This design comes from an exercise in tuning for small area on the open sky130 flow, not from production work. Function was checked by simulation only, so behaviour that the tests miss may differ from the original. No driver is modelled on the clock port, so clock power and skew are understated where the tree is cut down; a real chip needs a root buffer or a tree. Power is estimated from default activity; no workload was simulated.

==> module hitchhike_tx, before the edit <==
module hitchhike_tx(
    clock,
    input_data,
    reset,
    trigger_signal,
    RSS_EN,
    clock_out,
    output_data_rate,
    output_signal,
    ref_signal,
    signal_into_switch
);
input        clock;
input  [9:0] input_data;
input        reset;
input        trigger_signal;
output       RSS_EN;
output       clock_out;
output       output_data_rate;
output       output_signal;
output       ref_signal;
output       signal_into_switch;
reg        ref_r;
reg  [4:0] c25;
reg        clko;
wire       c49    = ref_r & c25[4] & c25[3];           
wire [4:0] c25_t  = {c25_t[3:0] & c25[3:0], ref_r};    
wire [4:0] c25_n  = c49 ? 5'd0 : c25 ^ c25_t;
always @(posedge clock or negedge reset) begin
    if (!reset) begin
        ref_r <= 1'b0;
        c25   <= 5'd0;
        clko  <= 1'b0;
    end else begin
        ref_r <= ~ref_r;
        c25   <= c25_n;
        clko  <= clko ^ c49;
    end
end
reg  [5:0] phase;
reg  [8:0] hi;
reg  [2:0] t;
reg  [1:0] r;
reg  [2:0] bi;
reg        os;
wire rise  = ~ref_r;
wire en    = rise & trigger_signal;
wire clr   = rise & ~trigger_signal;
wire ph_z  = ~|phase[5:1];
wire ph0   = ph_z & ~phase[0];
wire ph1   = ph_z &  phase[0];
wire ph49  = phase[5] & phase[4] & phase[0];           
wire [5:0] ph_t = {ph_t[4:0] & phase[4:0], en};
wire [5:0] phase_n = (clr | (en & ph49)) ? 6'd0 : phase ^ ph_t;
wire s_449  = hi[1] & hi[0] & ~|hi[8:5] & r[1] & (&bi);
wire s_6001 = hi[5] & hi[3] & hi[0] & t[1] & ~t[0] & (&bi);
wire s_last = (&hi[8:6]) & (&hi[2:0]) & r[1] & bi[2] & bi[0];
wire se    = en & ph0;                                 
wire sclr  = clr | (se & s_last);
wire [2:0] bi_t = {bi_t[1:0] & bi[1:0], se};
wire bi_c  = bi_t[2] & bi[2];                          
wire r_c   = bi_c & r[1];                              
wire t_c   = r_c & t[2] & ~t[1];                       
wire [8:0] hi_t = {hi_t[7:0] & hi[7:0], t_c};
wire [2:0] bi_n = sclr ? 3'd6 : bi ^ bi_t;
wire [1:0] r_n  = (sclr | r_c) ? 2'd0 : bi_c ? {r[0], ~r[0] & ~r[1]} : r;
wire [2:0] t_n  = sclr ? 3'd0 : r_c ? {t[1:0], ~t[2]} : t;
wire [8:0] hi_n = sclr ? 9'd0 : hi ^ hi_t;
wire os_set = s_449 | (os & ~s_6001);
wire os_n   = clr ? 1'b0 : (se ? os_set : os);
always @(posedge clock or negedge reset) begin
    if (!reset) begin
        phase <= 6'd0;
        hi    <= 9'd0;
        t     <= 3'd0;
        r     <= 2'd0;
        bi    <= 3'd6;
        os    <= 1'b0;
    end else begin
        phase <= phase_n;
        hi    <= hi_n;
        t     <= t_n;
        r     <= r_n;
        bi    <= bi_n;
        os    <= os_n;
    end
end
localparam [7:0] A = 8'b10010010;
reg  [7:0] p;                                          
reg  [1:0] q;                                          
wire t_0 = ~t[2] & ~t[0];
wire t_1 =  t[0] & ~t[1];
wire t_2 =  t[1] & ~t[2];
wire t_3 =  t[2] &  t[0];
wire t_4 =  t[1] & ~t[0];
wire t_5 =  t[2] & ~t[1];
wire r0  = ~r[1] & ~r[0];                              
wire [7:0] bd = 8'b1 << bi;                            
wire f0 = t_3 & ~r0 | t_4 & r0;
wire f3 = t_3 & ~r0 | t_3 & r0 & (bi > 3'd4) | t_4 & r0 & (bi < 3'd5);
wire f7 = t_3 & ~r0 | t_3 & r0 & (bi != 3'd0) | t_4 & r0 & bd[0];
wire qq = t_4 & ~r0 | t_5 & r0;
wire g0 = qq & (bd[0] | bd[4] | bd[7]);
wire g1 = qq & (bd[3] | bd[6]) | t_4 & bd[7];
wire a_row = t_1 | t_2 | t_5 & ~r0;                    
wire cst = a_row & (bd[1] | bd[4] | bd[5] | bd[7] | bd[6] & ~(t_1 & r0))
         | t_5 & r0 & (bd[1] | bd[4] | bd[5] | bd[7])
         | (t_0 | t_3) & r0 & bd[6];
wire wbit = (f0 & p[7]) ^ (f3 & p[4]) ^ (f7 & p[0]) ^ (g0 & q[0]) ^ (g1 & q[1]) ^ cst;
reg        dr;
always @(posedge clock) begin
    if (rise & ~os & ~(ph0 & s_449)) begin
        p <= input_data[7:0];
        q <= input_data[9:8];
    end else if (rise & os & ph1) begin
        p <= {p[6:0], p[7]};
    end
end
always @(posedge clock or negedge reset) begin
    if (!reset)
        dr <= 1'b0;
    else if (rise)
        dr <= os & (dr ^ (ph1 & wbit));
end
assign RSS_EN             = 1'b1;
assign ref_signal         = ref_r;
assign clock_out          = clko;
assign output_signal      = os;
assign output_data_rate   = dr;
assign signal_into_switch = os ? ~(ref_r ^ dr) : ref_r;
endmodule
export LEC_CHECK = 0
export CAP_MARGIN = 20
export CORE_MARGIN = 2
export CORE_UTILIZATION = 40
export SLEW_MARGIN = 20
create_clock -name core_clock -period 5.0 [get_ports {clock}]
standard.sh (not shown) runs the stock make flow with config.mk's settings and CLKGATE_MAP_FILE= SYNTH_SCRIPT=/design/flow/synth_recipe.tcl, a recipe that flattens the netlist after the stock synthesis.
==> flow/flow/run.sh <==
#!/bin/bash
# Layout flow: the standard flow (standard.sh) with these changes:
# - after the standard synthesis, Yosys/ABC re-map the combinational logic
#   for area with several ABC scripts (flip-flops and their names are kept);
#   each result is checked for equivalence with the standard netlist, and
#   the smallest equivalent one is used (the standard netlist if none is);
# - ports are buffered with buf_1 instead of the resizer's default choice;
# - clock tree synthesis inserts no dummy loads, and after it the clock tree
#   is replaced by 2 to 4 leaf buffers fed from the clock port, the smallest
#   set that keeps the flip-flops' clock-pin slew low (flow/post_cts.tcl).
# Each tool's output goes to a log_*.txt file in the work folder.
set -euo pipefail
W=$PWD
F=$W/flow
RES=$W/orfs/results/${FLOW_PLATFORM}/hitchhike_tx/base
LIB=$FLOW_HOME/platforms/${FLOW_PLATFORM}/lib/sky130_fd_sc_hd__tt_025C_1v80.lib
Y=$(command -v yosys || echo "$FLOW_HOME/../tools/install/yosys/bin/yosys")

export BUFFER_PORTS_ARGS="-buffer_cell sky130_fd_sc_hd__buf_1"
export POST_CTS_TCL="$F/post_cts.tcl"
export CLOCK_SLEW_TARGET_PS=110
export CTS_ARGS="-sink_clustering_enable -repair_clock_nets -dont_use_dummy_load -buf_list sky130_fd_sc_hd__clkbuf_8"

bash standard.sh synth > log_synth.txt 2>&1

cp "$RES/1_2_yosys.v" "$W/netlist_standard.v"
DONTUSE=$(grep -o 'cell *( *"\?sky130_fd_sc_hd__\(lpflow_[a-z0-9_]*\|probe[a-z0-9_]*\)' "$LIB" | sed 's/.*(\s*"\?//; s/^/-dont_use /' | sort -u | tr '\n' ' ')

# ABC scripts, one per line; each is tried and the smallest equivalent
# result is kept.
A="strash; dch -f; amap"
B="strash; dc2; dch -f; amap"
cat > "$W/abc_scripts.txt" <<EOS
$A; $B; $A; topo
$A; topo
$B; topo
strash; dch -f; map -a; amap; topo
$A; $A; topo
$A; $A; $A; $A; $A; topo
$A; $B; $A; strash; dch -f; map -a; $A; topo
strash; &get -n; &deepsyn -T 30; &put; $A; $A; $A; topo
strash; &get -n; &deepsyn -T 30 -S 3; &put; $A; $A; $A; topo
strash; &get -n; &deepsyn -T 30 -S 7; &put; $A; $B; $A; topo
strash; &get -n; &deepsyn -T 30; &dch -f; &nf -R 1000; &put; topo
EOS

best=""
best_area=""
i=0
while IFS= read -r script; do
  echo "$script" | tr ';' '\n' > "$W/abc_$i.script"
  sed -e "s#{LIB}#$LIB#g" -e "s#{IN}#$W/netlist_standard.v#" -e "s#{OUT}#$W/netlist_remap_$i.v#" \
      -e "s#{TOP}#$FLOW_TOP#" -e "s#{DONTUSE}#$DONTUSE#" -e "s#{SCRIPT}#$W/abc_$i.script#" "$F/remap.ys" > "$W/remap_run_$i.ys"
  sed -e "s#{LIB}#$LIB#g" -e "s#{GOLD}#$W/netlist_standard.v#" -e "s#{GATE}#$W/netlist_remap_$i.v#" \
      -e "s#{TOP}#$FLOW_TOP#g" "$F/equiv.ys" > "$W/equiv_run_$i.ys"
  if "$Y" -l "$W/log_remap_$i.txt" -q "$W/remap_run_$i.ys" > /dev/null 2>&1 \
     && ! grep -q 'is unknown' "$W/log_remap_$i.txt" \
     && ! grep -q '^ *assign .*[&|^~]' "$W/netlist_remap_$i.v" \
     && "$Y" -l "$W/log_equiv_$i.txt" -q "$W/equiv_run_$i.ys" > /dev/null 2>&1; then
    area=$(grep 'Chip area' "$W/log_remap_$i.txt" | awk '{print $NF}')
    echo "script $i: area $area"
    if [[ -z "$best" ]] || awk "BEGIN{exit !($area < $best_area)}"; then
      best=$i; best_area=$area
    fi
  else
    echo "script $i: failed, left gates unmapped, or not equivalent"
  fi
  i=$((i + 1))
done < "$W/abc_scripts.txt"

if [[ -n "$best" ]]; then
  cp "$W/netlist_remap_$best.v" "$RES/1_2_yosys.v"
  rm -f "$RES/1_synth.odb" "$RES/1_synth.sdc"
  echo "using re-mapped netlist $best ($best_area um2)"
else
  echo "no re-mapped netlist: using the standard netlist"
fi

bash standard.sh > log_layout.txt 2>&1
Other scripts of this flow, unchanged in this note and not shown: flow/flow/equiv.ys, flow/flow/post_cts.tcl, flow/flow/rebuild_clock.tcl, flow/flow/remap.ys
Then changed:
--- a/flow/design.v
+++ b/flow/design.v
@@ -50,11 +50,11 @@
 wire ph0   = ph_z & ~phase[0];
 wire ph1   = ph_z &  phase[0];
 wire ph49  = phase[5] & phase[4] & phase[0];           
 wire [5:0] ph_t = {ph_t[4:0] & phase[4:0], en};
 wire [5:0] phase_n = (clr | (en & ph49)) ? 6'd0 : phase ^ ph_t;
-wire s_449  = hi[1] & hi[0] & ~|hi[8:5] & r[1] & (&bi);
+wire s_449  = (hi == 9'd3) & ~t[2] & ~t[0] & r[1] & (&bi);
 wire s_6001 = hi[5] & hi[3] & hi[0] & t[1] & ~t[0] & (&bi);
 wire s_last = (&hi[8:6]) & (&hi[2:0]) & r[1] & bi[2] & bi[0];
 wire se    = en & ph0;                                 
 wire sclr  = clr | (se & s_last);
 wire [2:0] bi_t = {bi_t[1:0] & bi[1:0], se};
Effect:
- synthesized area climbs slightly
- wire length drops by a few percent
- first-iteration DRC count drops by a quarter to a third
- power climbs by about a fifth
- worst hold slack is worse by 0.0055 ns
- worst setup slack is better by 0.23 ns
- fmax climbs by a little under a tenth
- synthesized cell count climbs by a few percent
- clock skew drops by 0.0068 ns
- global-route usage drops by 1.0 points
- sequential power climbs by a little under a tenth
- final area climbs slightly
- register-to-register slack is better by 0.23 ns
No run of this note takes its clock network from TritonCTS; it comes from the design's own scripts or RTL.

## separate check: timing with driven ports
In the flow no input, the clock included, has a driving cell. The finished layouts below were timed again as built, in two steps. Step 1: set_driving_cell puts a clkbuf_16 on clock and a buf_2 on each other input, an assumption about the parent block. Step 2, shift: input delay + t, output delay - t, t = (earliest + latest rising clock arrival at the registers) / 2. This alone moves slack from input paths to output paths. Slacks: no drivers / after step 1 / after step 2; pairs: no drivers / after step 1.
run | shift t [ns] | setup WS [ns] | hold slack, ns
the first run | 0.193 | 1.929 / 1.929 / 1.929 | 0.471 / 0.471 / 0.471
the second run | 0.195 | 2.154 / 2.154 / 2.154 | 0.466 / 0.466 / 0.466
After both steps setup and hold are still met in every run listed.
